This design comes from an exercise in tuning for small area and a short achievable clock period on the open sky130 flow, not from production work.
In this exercise RTL edits were held to simulation tests only and were not proved equivalent to the original.

==> trial 75: inputs <==
// minisys_cpu
module minisys_cpu(
    input         clk,
    input         rst,           
    output [13:0] imem_addr,     
    input  [31:0] imem_data,     
    output [13:0] dmem_addr,     
    output        dmem_we,       
    output        dmem_re,       
    output [31:0] dmem_wdata,    
    input  [31:0] dmem_rdata,    
    input  [23:0] switch_i,      
    input  [15:0] kbd_i,         
    output [23:0] led,           
    output [31:0] seg_num        
);
    wire [31:0] ins = imem_data;
    wire [5:0]  op  = ins[31:26];
    wire [5:0]  fn  = ins[5:0];
    wire [4:0]  rs  = ins[25:21];
    wire [4:0]  rt  = ins[20:16];
    wire [4:0]  rd  = ins[15:11];
    wire [4:0]  sh  = ins[10:6];
    wire [15:0] imm = ins[15:0];
    wire is_lw   = op[5] & ~op[3];
    wire is_sw   = op[5] &  op[3];
    wire is_i    = ~op[5] & op[3];                  
    wire is_r    = ~op[5] & ~op[3] & ~op[2] & ~op[1];
    wire is_br   = ~op[5] & ~op[3] &  op[2];        
    wire is_jmp  = ~op[5] & ~op[3] & ~op[2] & op[1];  
    wire is_jal  = is_jmp & op[0];
    wire is_jr   = is_r & ~fn[5] & fn[3];
    wire zext    = is_i & (op[2] | op[0]);
    wire [31:0] ext = {{16{imm[15] & ~zext}}, imm};
    wire [31:0] sext = {{16{imm[15]}}, imm};
    reg  [31:0] pc;
    reg  [15:0] io_q;
    reg  [23:0] led_q;
    reg  [15:0] seg_lo;
    reg  [7:0]  seg_mid;
    reg  [2:0]  seg_a;      
    reg  [2:0]  seg_b;      
    wire        wen;
  ...
export LEC_CHECK = 0
export CAP_MARGIN = 20
export CELL_PAD_IN_SITES_DETAIL_PLACEMENT = 1
export CELL_PAD_IN_SITES_GLOBAL_PLACEMENT = 1
export CORE_MARGIN = 2
export CORE_UTILIZATION = 45
export CTS_CLUSTER_DIAMETER = 100
export CTS_CLUSTER_SIZE = 30
export SLEW_MARGIN = 20
export SYNTH_HIERARCHICAL = 1
export SYNTH_MINIMUM_KEEP_SIZE = 0
export TNS_END_PERCENT = 5
create_clock -name core_clock -period 18.0 [get_ports {clk}]
standard.sh (not shown) runs the stock make flow with config.mk's settings and CLKGATE_MAP_FILE= SYNTH_SCRIPT=/design/flow/synth_recipe.tcl, a recipe that flattens the netlist after the stock synthesis.
==> flow/flow/run.sh <==
#!/bin/bash
# Layout flow: the standard ORFS flow (standard.sh), with
#  - port buffers of sky130_fd_sc_hd__buf_1 instead of the default delay buffer
#  - a larger setup slack margin for ORFS's timing repair, so that it keeps
#    improving paths past the (loose) clock constraint
#  - global routing that keeps more wires off met1/met2 (flow/fastroute.tcl)
# The SDC, clock period and every other setting are the standard flow's.
set -uo pipefail
here=$(pwd)
export SETUP_SLACK_MARGIN=7
export BUFFER_PORTS_ARGS="-buffer_cell sky130_fd_sc_hd__buf_1"
export FASTROUTE_TCL="$here/flow/fastroute.tcl"
bash standard.sh > standard_flow.log 2>&1
status=$?
cp -f orfs/logs/sky130hd/minisys_cpu/base/*.log . 2>/dev/null || true
exit $status
==> flow/flow/fastroute.tcl <==
# Global routing layers for sky130hd, as the platform's fastroute.tcl, but
# with less of met1 and met2 offered to the global router so that fewer
# wires are left to fight over the cell pins there.
set_global_routing_layer_adjustment met1 0.5
set_global_routing_layer_adjustment met2 0.35
set_global_routing_layer_adjustment met3-$::env(MAX_ROUTING_LAYER) 0.2

set_routing_layers -clock $::env(MIN_CLK_ROUTING_LAYER)-$::env(MAX_ROUTING_LAYER)
set_routing_layers -signal $::env(MIN_ROUTING_LAYER)-$::env(MAX_ROUTING_LAYER)
==> build 15 (differences from trial 75) <==
--- a/flow/design.v
+++ b/flow/design.v
@@ -314,23 +314,23 @@
         reg [31:0] q;
         always @(posedge clk) begin
             if (en_w[g]) q <= wdr;
         end
         assign rbits[g] = q;
     end endgenerate
-    wire [31:0] ra_n, rb_n, rm_n;
+    wire [31:0] ra_n, rb_n, rm_n, ro_n;
     wire [31:0] ra = ~ra_n;
     wire [31:0] rm = ~rm_n;                     
     wire [31:0] rb = ~rb_n;
     generate for (b = 0; b < 32; b = b + 1) begin : P
         wire [31:1] col;
         for (g = 1; g < 32; g = g + 1) begin : C
             assign col[g] = rbits[g][b];
         end
         rf_rbit2 pa(.sel(sel_a), .d(col), .yn(ra_n[b]), .yn2(rm_n[b]));
-        rf_rbit pb(.sel(sel_b), .d(col), .yn(rb_n[b]));
+        rf_rbit2 pb(.sel(sel_b), .d(col), .yn(rb_n[b]), .yn2(ro_n[b]));
     end endgenerate
     wire [31:0] bop   = (is_r | is_br) ? rb : ext;    
     wire        sub   = is_r ? (fn[3] | (fn[1] & ~fn[2])) : (is_i & op[1] & ~op[2]);
     wire [31:0] bx    = bop ^ {32{sub}};
     wire [31:0] p     = ra ^ bx;
     wire [31:0] gn    = ra & bx;
@@ -382,13 +382,13 @@
     wire io_rd = is_lw & is_io;
     wire io_wr = is_sw & is_io;
     mem_strobe mst(.rh(rm[31:10]), .s(sext[31:10]), .si(inc), .c10(c10),
                    .is_sw(is_sw), .is_lw(is_lw), .we(dmem_we), .re(dmem_re), .is_io(is_io));
     wire mem_rd = is_lw & ~is_io;
     assign dmem_addr = addr[15:2];
-    assign dmem_wdata = rb;
+    assign dmem_wdata = ~ro_n;                   
     reg [15:0] io_data;
     always @(*) begin
         io_data = io_q;
         if (io_rd) begin
             case (ioa)
                 2'b00: io_data = switch_i[15:0];
==> flow/flow/run.sh (replaced) <==
#!/bin/bash
# Layout flow: the standard ORFS flow (standard.sh), with
#  - port buffers of sky130_fd_sc_hd__buf_1 instead of the default delay buffer
#  - a larger setup slack margin for ORFS's timing repair, so that it keeps
#    improving paths past the (loose) clock constraint
#  - the resizer free to change a cell's footprint (MATCH_CELL_FOOTPRINT=0),
#    not used in synthesis
#  - global routing that keeps more wires off met1/met2 (flow/fastroute.tcl)
# The synthesis, SDC, clock period and every other setting are the standard flow's.
set -uo pipefail
here=$(pwd)
export SETUP_SLACK_MARGIN=7.5
export BUFFER_PORTS_ARGS="-buffer_cell sky130_fd_sc_hd__buf_1"
export FASTROUTE_TCL="$here/flow/fastroute.tcl"
bash standard.sh synth > standard_synth.log 2>&1 || exit 1
bash standard.sh MATCH_CELL_FOOTPRINT=0 finish > standard_flow.log 2>&1
status=$?
cp -f orfs/logs/sky130hd/minisys_cpu/base/*.log . 2>/dev/null || true
exit $status
Settings changed: CORE_UTILIZATION 45 to 40.
==> trial 77 (differences from trial 75) <==
--- a/flow/design.v
+++ b/flow/design.v
@@ -314,23 +314,23 @@
         reg [31:0] q;
         always @(posedge clk) begin
             if (en_w[g]) q <= wdr;
         end
         assign rbits[g] = q;
     end endgenerate
-    wire [31:0] ra_n, rb_n, rm_n;
+    wire [31:0] ra_n, rb_n, rm_n, ro_n;
     wire [31:0] ra = ~ra_n;
     wire [31:0] rm = ~rm_n;                     
     wire [31:0] rb = ~rb_n;
     generate for (b = 0; b < 32; b = b + 1) begin : P
         wire [31:1] col;
         for (g = 1; g < 32; g = g + 1) begin : C
             assign col[g] = rbits[g][b];
         end
         rf_rbit2 pa(.sel(sel_a), .d(col), .yn(ra_n[b]), .yn2(rm_n[b]));
-        rf_rbit pb(.sel(sel_b), .d(col), .yn(rb_n[b]));
+        rf_rbit2 pb(.sel(sel_b), .d(col), .yn(rb_n[b]), .yn2(ro_n[b]));
     end endgenerate
     wire [31:0] bop   = (is_r | is_br) ? rb : ext;    
     wire        sub   = is_r ? (fn[3] | (fn[1] & ~fn[2])) : (is_i & op[1] & ~op[2]);
     wire [31:0] bx    = bop ^ {32{sub}};
     wire [31:0] p     = ra ^ bx;
     wire [31:0] gn    = ra & bx;
@@ -382,13 +382,13 @@
     wire io_rd = is_lw & is_io;
     wire io_wr = is_sw & is_io;
     mem_strobe mst(.rh(rm[31:10]), .s(sext[31:10]), .si(inc), .c10(c10),
                    .is_sw(is_sw), .is_lw(is_lw), .we(dmem_we), .re(dmem_re), .is_io(is_io));
     wire mem_rd = is_lw & ~is_io;
     assign dmem_addr = addr[15:2];
-    assign dmem_wdata = rb;
+    assign dmem_wdata = ~ro_n;                   
     reg [15:0] io_data;
     always @(*) begin
         io_data = io_q;
         if (io_rd) begin
             case (ioa)
                 2'b00: io_data = switch_i[15:0];
==> flow/flow/run.sh (replaced) <==
#!/bin/bash
# Layout flow: the standard ORFS flow (standard.sh), with
#  - port buffers of sky130_fd_sc_hd__buf_1 instead of the default delay buffer
#  - a larger setup slack margin for ORFS's timing repair, so that it keeps
#    improving paths past the (loose) clock constraint
#  - the resizer free to change a cell's footprint (MATCH_CELL_FOOTPRINT=0),
#    not used in synthesis
#  - global routing that keeps more wires off met1/met2 (flow/fastroute.tcl)
# The synthesis, SDC, clock period and every other setting are the standard flow's.
set -uo pipefail
here=$(pwd)
export SETUP_SLACK_MARGIN=7
export BUFFER_PORTS_ARGS="-buffer_cell sky130_fd_sc_hd__buf_1"
export FASTROUTE_TCL="$here/flow/fastroute.tcl"
bash standard.sh synth > standard_synth.log 2>&1 || exit 1
bash standard.sh MATCH_CELL_FOOTPRINT=0 finish > standard_flow.log 2>&1
status=$?
cp -f orfs/logs/sky130hd/minisys_cpu/base/*.log . 2>/dev/null || true
exit $status
Settings changed: CORE_UTILIZATION 45 to 40.
==> build 28 (differences from trial 75) <==
--- a/flow/design.v
+++ b/flow/design.v
@@ -314,23 +314,23 @@
         reg [31:0] q;
         always @(posedge clk) begin
             if (en_w[g]) q <= wdr;
         end
         assign rbits[g] = q;
     end endgenerate
-    wire [31:0] ra_n, rb_n, rm_n;
+    wire [31:0] ra_n, rb_n, rm_n, ro_n;
     wire [31:0] ra = ~ra_n;
     wire [31:0] rm = ~rm_n;                     
     wire [31:0] rb = ~rb_n;
     generate for (b = 0; b < 32; b = b + 1) begin : P
         wire [31:1] col;
         for (g = 1; g < 32; g = g + 1) begin : C
             assign col[g] = rbits[g][b];
         end
         rf_rbit2 pa(.sel(sel_a), .d(col), .yn(ra_n[b]), .yn2(rm_n[b]));
-        rf_rbit pb(.sel(sel_b), .d(col), .yn(rb_n[b]));
+        rf_rbit2 pb(.sel(sel_b), .d(col), .yn(rb_n[b]), .yn2(ro_n[b]));
     end endgenerate
     wire [31:0] bop   = (is_r | is_br) ? rb : ext;    
     wire        sub   = is_r ? (fn[3] | (fn[1] & ~fn[2])) : (is_i & op[1] & ~op[2]);
     wire [31:0] bx    = bop ^ {32{sub}};
     wire [31:0] p     = ra ^ bx;
     wire [31:0] gn    = ra & bx;
@@ -382,13 +382,13 @@
     wire io_rd = is_lw & is_io;
     wire io_wr = is_sw & is_io;
     mem_strobe mst(.rh(rm[31:10]), .s(sext[31:10]), .si(inc), .c10(c10),
                    .is_sw(is_sw), .is_lw(is_lw), .we(dmem_we), .re(dmem_re), .is_io(is_io));
     wire mem_rd = is_lw & ~is_io;
     assign dmem_addr = addr[15:2];
-    assign dmem_wdata = rb;
+    assign dmem_wdata = ~ro_n;                   
     reg [15:0] io_data;
     always @(*) begin
         io_data = io_q;
         if (io_rd) begin
             case (ioa)
                 2'b00: io_data = switch_i[15:0];
==> flow/flow/run.sh (replaced) <==
#!/bin/bash
# Layout flow: the standard ORFS flow (standard.sh), with
#  - port buffers of sky130_fd_sc_hd__buf_1 instead of the default delay buffer
#  - a larger setup slack margin for ORFS's timing repair, so that it keeps
#    improving paths past the (loose) clock constraint
#  - the resizer free to change a cell's footprint (MATCH_CELL_FOOTPRINT=0),
#    not used in synthesis
#  - global routing that keeps more wires off met1/met2 (flow/fastroute.tcl)
# The synthesis, SDC, clock period and every other setting are the standard flow's.
set -uo pipefail
here=$(pwd)
export SETUP_SLACK_MARGIN=7
export BUFFER_PORTS_ARGS="-buffer_cell sky130_fd_sc_hd__buf_1"
export FASTROUTE_TCL="$here/flow/fastroute.tcl"
bash standard.sh synth > standard_synth.log 2>&1 || exit 1
bash standard.sh MATCH_CELL_FOOTPRINT=0 finish > standard_flow.log 2>&1
status=$?
cp -f orfs/logs/sky130hd/minisys_cpu/base/*.log . 2>/dev/null || true
exit $status
Settings changed: CORE_UTILIZATION 45 to 50.
==> flow_summary.ini <==
[drt]
drt-total-wl_mm = 246
firstDrtPassIters = 10
top_layer = met5

[status]
status = finished clean

[setup_path]
r2r_setup_slack_ns = 11.00
worstRegToRegCells = 16

[pwr]
p_int_mw = 4.02

[timing]
skew_ns = 0.0548
max_freq_mhz = 93.0

[global_route]
antenna_found_initial = 4

[final_layout]
nClkBuffers = 54

[clock_tree]
post-cts-setup-buffers = 169
-- figures above: build 15

==> flow_summary.ini <==
[status]
status = finished clean

[drt]
top_layer = met5
firstDrtPassIters = 13

[final_layout]
nClkBuffers = 52

[timing]
skew_ns = 0.0419
max_freq_mhz = 90.9

[global_route]
antenna_found_initial = 5

[pwr]
p_int_mw = 3.97

[setup_path]
r2r_setup_slack_ns = 11.07
worstRegToRegCells = 20

[clock_tree]
post-cts-setup-buffers = 77
-- figures above: trial 77

==> flow_summary.ini <==
[final_layout]
nClkBuffers = 59

[timing]
skew_ns = 0.0524
max_freq_mhz = 89.3

[drt]
top_layer = met4
drt-total-wl_mm = 238
firstDrtPassIters = 12

[status]
status = finished clean

[setup_path]
max_stage_delay_ns = 0.81
r2r_setup_slack_ns = 11.24
worstRegToRegCells = 19

[clock_tree]
post-cts-setup-buffers = 73

[pwr]
p_int_mw = 3.97

[global_route]
antenna_found_initial = 3
-- figures above: trial 75

==> flow_summary.ini <==
[timing]
skew_ns = 0.0413
max_freq_mhz = 90.8

[drt]
firstDrtPassIters = 13
drt-total-wl_mm = 237
top_layer = met5

[synthesis]
yosysTopAreaCell = edfxtp_1
synth_ff_type = edfxtp_1

[setup_path]
r2r_setup_slack_ns = 10.68

[status]
status = finished clean

[final_layout]
largest_class = sequential cells
nClkBuffers = 56

[place]
portBuffers = 220

[clock_tree]
cts_tree = done
post-cts-setup-buffers = 59

[pwr]
p_int_mw = 3.96

[global_route]
antenna_found_initial = 14
-- figures above: build 28

-- what the ideal ports hide --
The flow's constraints put no driver on any port. The routed layouts listed below were extracted and timed again, unchanged, in two steps. Step 1 sets driving cells, clkbuf_16 on the clock port and buf_2 on the other inputs (assumed; they add their load-dependent delay and slew). Step 2 moves the port delays by t, midway between the first and last clock arrival at a register: inputs arrive t later, outputs are due t later. That takes back most of the time a late clock gives input paths. Slacks: ideal / step 1 / step 2; pairs: ideal / step 1.
run | shift t [ns] | slack for setup (ns) | clock arrival spread, ns
trial 75 | 0.774 | 6.797 / 6.767 / 6.413 | 0.053 / 0.053
build 15 | 0.764 | 7.247 / 7.205 / 6.832 | 0.055 / 0.055
trial 77 | 0.774 | 6.994 / 6.967 / 6.606 | 0.042 / 0.042
build 28 | 0.772 | 6.988 / 6.934 / 6.564 | 0.041 / 0.042
After both steps setup and hold are still met in every run listed. The setup slack of build 28, which loses most, moves by -0.054 ns with the drivers and by -0.424 ns with both steps.
